This is an optimization exercise on Yosys and OpenROAD, whose aim is small area, not a production implementation.
The RTL was checked by simulation tests, not by an equivalence proof against the original design.
No activity file was given, so power comes from the tool's default toggle rates.

## the previous run
==> flow/design.v <==
`timescale 1ns / 1ps
module seven_segment_driver(
    input wire clk,
    input wire reset,
    input wire [7:0] data_in,
    output reg [6:0] seg,
    output reg [3:0] an
);
    localparam S_NORMAL_DISPLAY   = 1'b0;
    localparam S_RESET_DISPLAY    = 1'b1;
    parameter FIVE_SECONDS_COUNT = 40;                 
    localparam RST_W = $clog2(FIVE_SECONDS_COUNT+1);
    reg state;
    reg [RST_W-1:0] reset_timer;
    reg [2:0] refresh_counter;                       
    always @(posedge clk) begin
        refresh_counter <= refresh_counter + 1;
        if (reset) begin
            state <= S_RESET_DISPLAY;
            reset_timer <= 0;
            refresh_counter <= 0;                     
        end else if (state == S_RESET_DISPLAY) begin
            if (reset_timer < FIVE_SECONDS_COUNT) begin
                reset_timer <= reset_timer + 1;
            end else begin
                state <= S_NORMAL_DISPLAY; 
            end
        end
    end
    wire [1:0] digit_select = refresh_counter[2:1];
    reg [4:0] digit_data;
    always @(*) begin
        an = 4'b1111;
        digit_data = 5'hF;
        case(digit_select)
            2'b00: begin 
                an = 4'b1110;
                if (state == S_RESET_DISPLAY) digit_data = 5'h10; 
                else                          digit_data = data_in[3:0];
            end
            2'b01: begin 
                an = 4'b1101;
                if (state == S_RESET_DISPLAY) digit_data = 5'h11; 
                else                          digit_data = data_in[7:4];
            end
            2'b10: begin 
                an = 4'b1011;
                if (state == S_RESET_DISPLAY) digit_data = 5'h12; 
                else                          digit_data = 5'hF;
            end
            2'b11: begin
                an = 4'b0111;
                if (state == S_RESET_DISPLAY) digit_data = 5'h13; 
                else                          digit_data = 5'hF;
            end
        endcase
        case(digit_data)
            5'h0: seg = 7'b1000000;
            5'h1: seg = 7'b1111001;
            5'h2: seg = 7'b0100100;
            5'h3: seg = 7'b0110000;
            5'h4: seg = 7'b0011001;
            5'h5: seg = 7'b0010010;
            5'h6: seg = 7'b0000010;
            5'h7: seg = 7'b1111000;
            5'h8: seg = 7'b0000000;
            5'h9: seg = 7'b0010000;
            5'hA: seg = 7'b0001000;
            5'hB: seg = 7'b0000011; 
            5'hC: seg = 7'b1000110; 
            5'hD: seg = 7'b0100001; 
            5'hE: seg = 7'b0000110; 
            5'h10: seg = 7'b0000111; 
            5'h11: seg = 7'b0010010; 
            5'h12: seg = 7'b0101111; 
            5'h13: seg = 7'b0111111;
            default: seg = 7'b1111111;
        endcase
    end
endmodule
module linked_list_fsm #(
    parameter MAX_NODES         = 32,
    parameter MAX_DISPLAY_COUNT = 7,
    parameter TWO_SECONDS_COUNT = 15
)(
    input  wire clk,
    input  wire BTNC,
    input  wire [7:0] SW_data,
    input  wire [2:0] SW_op,
    output reg  LED0,
    output reg  LED1,
    output wire [6:0] seg,
    output wire [3:0] an
);
    localparam [3:0] S_IDLE            = 4'd0,
                     S_INSERT_H        = 4'd1,
                     S_INSERT_T_START  = 4'd2,
                     S_INSERT_T_FIND   = 4'd3,
                     S_INSERT_T_FINISH = 4'd4,
                     S_DELETE_START    = 4'd5,
                     S_DELETE_FIND     = 4'd6,
                     S_DELETE_FINISH   = 4'd7,
                     S_TRAVERSE_START  = 4'd8,
                     S_TRAVERSE_SHOW   = 4'd9,
                     S_ERROR_DISPLAY   = 4'd10;
    reg [7:0] mem [0:31];
    reg [3:0] state, next_state;
    reg [5:0] len;       
    reg [5:0] used;      
    reg [5:0] k;         
    reg [2:0] cnt;       
    reg       is_ovf;
    reg [2:0] prev_op;
    reg op_pending;
    wire op_changed = (SW_op != prev_op);
    always @(posedge clk or posedge BTNC) begin
        if (BTNC) op_pending <= 1'b0;
        else if (op_changed) op_pending <= 1'b1;
        else if (state != S_IDLE) op_pending <= 1'b0;
    end
    always @(posedge clk or posedge BTNC) begin
        if (BTNC) prev_op <= 3'b000;
        else if (op_changed) prev_op <= SW_op;
    end
    wire full    = used[5];
    wire empty   = (len == 6'd0);
    wire at_end  = (k == len);
    wire [7:0] cur = mem[k[4:0]];
    wire match   = (cur == SW_data);
    always @(*) begin
        next_state = state;
        case (state)
            S_IDLE:
                if (op_pending) begin
                    case (SW_op)
                        3'b100: next_state = S_INSERT_H;
                        3'b101: next_state = S_INSERT_T_START;
                        3'b110: next_state = S_DELETE_START;
                        3'b111: next_state = S_TRAVERSE_START;
                        default: next_state = S_IDLE;
                    endcase
                end
            S_INSERT_H:        next_state = full ? S_ERROR_DISPLAY : S_IDLE;
            S_INSERT_T_START:  next_state = full ? S_ERROR_DISPLAY : (empty ? S_INSERT_H : S_INSERT_T_FIND);
            S_INSERT_T_FIND:   next_state = at_end ? S_INSERT_T_FINISH : S_INSERT_T_FIND;
            S_INSERT_T_FINISH: next_state = S_IDLE;
            S_DELETE_START:    next_state = empty ? S_ERROR_DISPLAY : S_DELETE_FIND;
            S_DELETE_FIND:     next_state = (at_end || match) ? S_DELETE_FINISH : S_DELETE_FIND;
            S_DELETE_FINISH:   next_state = at_end ? S_ERROR_DISPLAY : S_IDLE;
            S_TRAVERSE_START:  next_state = empty ? S_IDLE : S_TRAVERSE_SHOW;
            S_TRAVERSE_SHOW:   next_state = at_end ? S_IDLE : S_TRAVERSE_SHOW;
            S_ERROR_DISPLAY:   next_state = ({k[0], cnt} == 4'd15) ? S_IDLE : S_ERROR_DISPLAY;
            default:           next_state = S_IDLE;
        endcase
        LED0 = (state == S_ERROR_DISPLAY) &  is_ovf;
        LED1 = (state == S_ERROR_DISPLAY) & ~is_ovf;
    end
    wire do_head = (state == S_INSERT_H) & ~full;
    wire do_tail = (state == S_INSERT_T_START) & ~full;
    wire do_del  = (state == S_DELETE_FINISH) & ~at_end & match;
    always @(posedge clk or posedge BTNC) begin
        if (BTNC) begin
            state  <= S_IDLE;
            len    <= 6'd0;
            used   <= 6'd0;
            k      <= 6'd0;
            cnt    <= 3'd0;
            is_ovf <= 1'b0;
        end else begin
            state <= next_state;
            if (next_state == S_ERROR_DISPLAY && state != S_ERROR_DISPLAY)
                is_ovf <= (state == S_INSERT_H) | (state == S_INSERT_T_START);
            if (do_head | do_tail) used <= used + 6'd1;
            else if (do_del)       used <= used - 6'd1;
            if (do_head | (state == S_INSERT_T_FINISH)) len <= len + 6'd1;
            else if (do_del)                            len <= len - 6'd1;
            case (state)
                S_INSERT_T_START: k <= 6'd1;
                S_DELETE_START, S_TRAVERSE_START: begin k <= 6'd0; cnt <= 3'd0; end
                S_INSERT_T_FIND:  k <= k + 6'd1;
                S_DELETE_FIND:    if (!(at_end || match)) k <= k + 6'd1;
                S_TRAVERSE_SHOW:  {k, cnt} <= {k, cnt} + 9'd1;
                S_ERROR_DISPLAY:  {k[0], cnt} <= {k[0], cnt} + 4'd1;
                default: ;
            endcase
            if (next_state == S_ERROR_DISPLAY && state != S_ERROR_DISPLAY) begin
                k[0] <= 1'b0;
                cnt  <= 3'd0;
            end
        end
    end
    integer i;
    always @(posedge clk) begin
        for (i = 0; i < 32; i = i + 1) begin
            if (do_head)
                mem[i] <= (i == 0) ? SW_data : mem[(i + 31) % 32];
            else if (do_del && i >= k[4:0])
                mem[i] <= mem[(i + 1) % 32];
            else if (do_tail && i == len[4:0])
                mem[i] <= SW_data;
        end
    end
    wire [7:0] ssd_data = ((state == S_TRAVERSE_SHOW) && !at_end) ? cur : 8'hFF;
    seven_segment_driver display (
        .clk(clk),
        .reset(BTNC),
        .data_in(ssd_data),
        .seg(seg),
        .an(an)
    );
endmodule
make LEC_CHECK=0 CAP_MARGIN=20 CORE_MARGIN=2 CORE_UTILIZATION=40 CTS_BUF_LIST='sky130_fd_sc_hd__clkbuf_4 sky130_fd_sc_hd__clkbuf_8' CTS_CLUSTER_DIAMETER=60 CTS_CLUSTER_SIZE=30 SLEW_MARGIN=20 finish   # period 10.0 ns
run.sh (not shown) runs the stock make flow with config.mk's settings and CLKGATE_MAP_FILE= SYNTH_SCRIPT=/design/flow/synth_recipe.tcl, a recipe that flattens the netlist after the stock synthesis.
Edits applied to the flow inputs when going from the previous run to the current run:
Settings: CTS_BUF_LIST no longer set, was sky130_fd_sc_hd__clkbuf_4 sky130_fd_sc_hd__clkbuf_8; CTS_CLUSTER_SIZE no longer set, was 30; CTS_CLUSTER_DIAMETER no longer set, was 60.
Results
Going from the previous run to the current run, share of power burned in registers down 4.2 points; detailed-routing wirelength on met1 neither gained nor lost much; number of buffer and inverter instances along the worst setup path -2; width of the die flat. The current run — TritonCTS buffer count 1 higher, the previous run as reference. Compared with the previous run, the current run degrades total net switching power. Against the previous run, the current run comes in 0.74 points lower on sequential share of layout area. Utilization after layout in the current run is 0.83 points above the previous run. Per the comparison of the current run with the previous run, clock period minus worst slack lost 0.052 ns, via count ~0 delta.

## build 75
linked_list_fsm, a different RTL version from the one above (not shown whole).
Size in the first run: ~26 I/O pins, ~14,000 sq um of cells after synthesis.
==> flow/config.mk <==
export PLATFORM = sky130hd
export DESIGN_NAME = linked_list_fsm
export DESIGN_NICKNAME = linked_list_fsm
export VERILOG_FILES = /design/flow/design.v
export SDC_FILE = /design/flow/constraint.sdc
export NUM_CORES = 4
export LEC_CHECK = 0
export CAP_MARGIN = 20
export CORE_MARGIN = 2
export CORE_UTILIZATION = 45
export CTS_BUF_LIST = sky130_fd_sc_hd__clkbuf_16
export CTS_CLUSTER_DIAMETER = 80
export CTS_CLUSTER_SIZE = 22
export SLEW_MARGIN = 20
export SYNTH_HIERARCHICAL = 1
==> flow/constraint.sdc <==
create_clock -name core_clock -period 10.0 [get_ports {clk}]
set_input_delay 2.0000 -clock core_clock [delete_from_list [all_inputs] [get_ports {clk}]]
set_output_delay 2.0000 -clock core_clock [all_outputs]
set_load 0.01 [all_outputs]
Build 75: PASS, flow complete, no timing, DRC or antenna violations
## Diff of input files: build 18 against build 75
# build 75
export LEC_CHECK = 0
export CAP_MARGIN = 20
export CORE_MARGIN = 2
export CORE_UTILIZATION = 45
export CTS_BUF_LIST = sky130_fd_sc_hd__clkbuf_16
export CTS_CLUSTER_DIAMETER = 80
export CTS_CLUSTER_SIZE = 22
export SLEW_MARGIN = 20
export SYNTH_HIERARCHICAL = 1
create_clock -name core_clock -period 10.0 [get_ports {clk}]
# build 18
export LEC_CHECK = 0
export CAP_MARGIN = 20
export CORE_MARGIN = 2
export CORE_UTILIZATION = 40
export SLEW_MARGIN = 20
export SYNTH_HIERARCHICAL = 1
create_clock -name core_clock -period 10.0 [get_ports {clk}]
==> flow/flow/run.sh (new file) <==
#!/bin/bash
# Layout flow: the standard flow (standard.sh) with three changes:
#  1. after the standard synthesis, combinational cells that the mapper
#     upsized are put back to drive strength 1 (timing repair later sizes
#     up whatever needs it; registers are left as synthesis made them);
#  2. port buffers use the smallest buffer cell;
#  3. clock tree synthesis clusters sinks more coarsely and inserts no
#     dummy loads.
# Each step's output goes to a log file of its own in this folder.
set -euo pipefail
export BUFFER_PORTS_ARGS="-buffer_cell sky130_fd_sc_hd__buf_1"
export CTS_ARGS="-sink_clustering_enable -repair_clock_nets -dont_use_dummy_load -sink_clustering_size 22 -sink_clustering_max_diameter 80 -buf_list sky130_fd_sc_hd__clkbuf_16"
RES=$PWD/orfs/results/sky130hd/linked_list_fsm/base

bash standard.sh synth > synth.log 2>&1
python3 flow/downsize.py "$RES/1_2_yosys.v" > downsize.log 2>&1
rm -f "$RES/1_synth.odb" "$RES/1_synth.sdc"
bash standard.sh finish > finish.log 2>&1
==> flow/flow/downsize.py (new file) <==
# Put combinational cells of the synthesized netlist back to drive strength 1
# where the library has that size and it is smaller. Registers, latches and
# clock cells are left alone.
import os, re, sys

net = sys.argv[1]
lib = os.path.join(os.environ.get('FLOW_HOME', '/OpenROAD-flow-scripts/flow'),
                   'platforms/sky130hd/lib/sky130_fd_sc_hd__tt_025C_1v80.lib')
text = open(lib).read()
area = {c: float(a) for c, a in re.findall(
    r'cell \("?(sky130_fd_sc_hd__\w+)"?\)\s*\{.*?area\s*:\s*([\d.]+)', text, re.S)}
skip = re.compile(r'__(df|edf|sdf|dl|clk|lpflow|probe|conb|tap|fill|decap|diode)')

src = open(net).read()
count = {}
def swap(cell):
    mm = re.match(r'(sky130_fd_sc_hd__\w+?)_(\d+)$', cell)
    if not mm or skip.search(cell):
        return cell
    small = mm.group(1) + '_1'
    if small != cell and small in area and area[small] < area.get(cell, 0):
        count[cell] = count.get(cell, 0) + 1
        return small
    return cell
out = re.sub(r'(?m)^(\s*)(sky130_fd_sc_hd__\w+)(\s)',
             lambda m: m.group(1) + swap(m.group(2)) + m.group(3), src)
open(net, 'w').write(out)
for c, n in sorted(count.items()):
    print(f'{c} -> _1: {n}')
print('cells resized:', sum(count.values()))
==> flow/standard.sh (new file) <==
#!/bin/bash
# synth_recipe.tcl (not shown) runs the flow's synth.tcl, then flattens the netlist and writes it again
# the make line also repeats each setting of config.mk as NAME=value (left out here)
make -C /OpenROAD-flow-scripts/flow DESIGN_CONFIG=/design/flow/config.mk WORK_HOME=/design/flow/orfs CLKGATE_MAP_FILE= SYNTH_SCRIPT=/design/flow/synth_recipe.tcl "${@:-finish}"
removed: flow/run.sh
### Flow results
- Build 18: all stages complete, timing, DRC and antenna checks passed
- On build 18: area added between synthesis and finish is 1.3 points higher than what build 75 gave.
- Of build 18 and build 75, the run reporting the lower final instance area was build 18.
- For reported sequential group power, build 75 and build 18 come out practically identical.
- Insertion delay of the later-clocked pin in the worst-skew pair: build 18 vs build 75, no meaningful difference
- | worst-case register-to-register setup slack | lower: build 75 |
--- input diff build 18..build 96 ---
diff --git a/flow/flow/run.sh b/flow/flow/run.sh
--- a/flow/flow/run.sh
+++ b/flow/flow/run.sh
@@ -12 +12 @@
-export CTS_ARGS="-sink_clustering_enable -repair_clock_nets -dont_use_dummy_load -sink_clustering_size 22 -sink_clustering_max_diameter 80 -buf_list sky130_fd_sc_hd__clkbuf_16"
+export CTS_ARGS="-sink_clustering_enable -repair_clock_nets -dont_use_dummy_load -sink_clustering_size 12 -sink_clustering_max_diameter 70 -buf_list sky130_fd_sc_hd__clkbuf_8"
Findings:
- Build 96 has completed all stages; timing, DRC and antenna checks passed.
- Summary of build 96 over build 18: via count of the first global-routing pass now larger; combinational share of power climbed 0.5 points; slack of the critical path decreased by 130 ps relative to the old numbers; finished layout cell area shrank by 56 sq um.

==> afterwards: timing with drivers on the ports <==
No port has a modelled driver above. Below, the same layouts with a new extraction and two added sets of constraints. Step 1, drivers: a clkbuf_16 drives clk and a buf_2 each remaining input, both assumed. Step 2 times the ports against the registers' clock, not the clock port: input delays grow and output delays shrink by t, the midpoint of the rising clock arrivals with the driver on. Slacks: no drivers / after step 1 / after step 2; pairs: no drivers / after step 1.
run | shift t [ns] | setup WS [ns] | worst setup path after step 2 | worst data-port slew with drivers (ns)
the previous run | 0.686 | 2.279 / 2.218 / 2.905 | register to output | 0.06
the current run | 0.631 | 2.331 / 2.266 / 2.897 | register to output | 0.06
build 75 | 0.563 | 1.659 / 1.607 / 2.170 | register to output | 0.04
build 18 | 0.558 | 2.014 / 1.959 / 2.517 | register to output | 0.07
build 96 | 0.645 | 1.881 / 1.828 / 2.474 | register to output | 0.07
After both steps setup and hold are still met in every run listed.
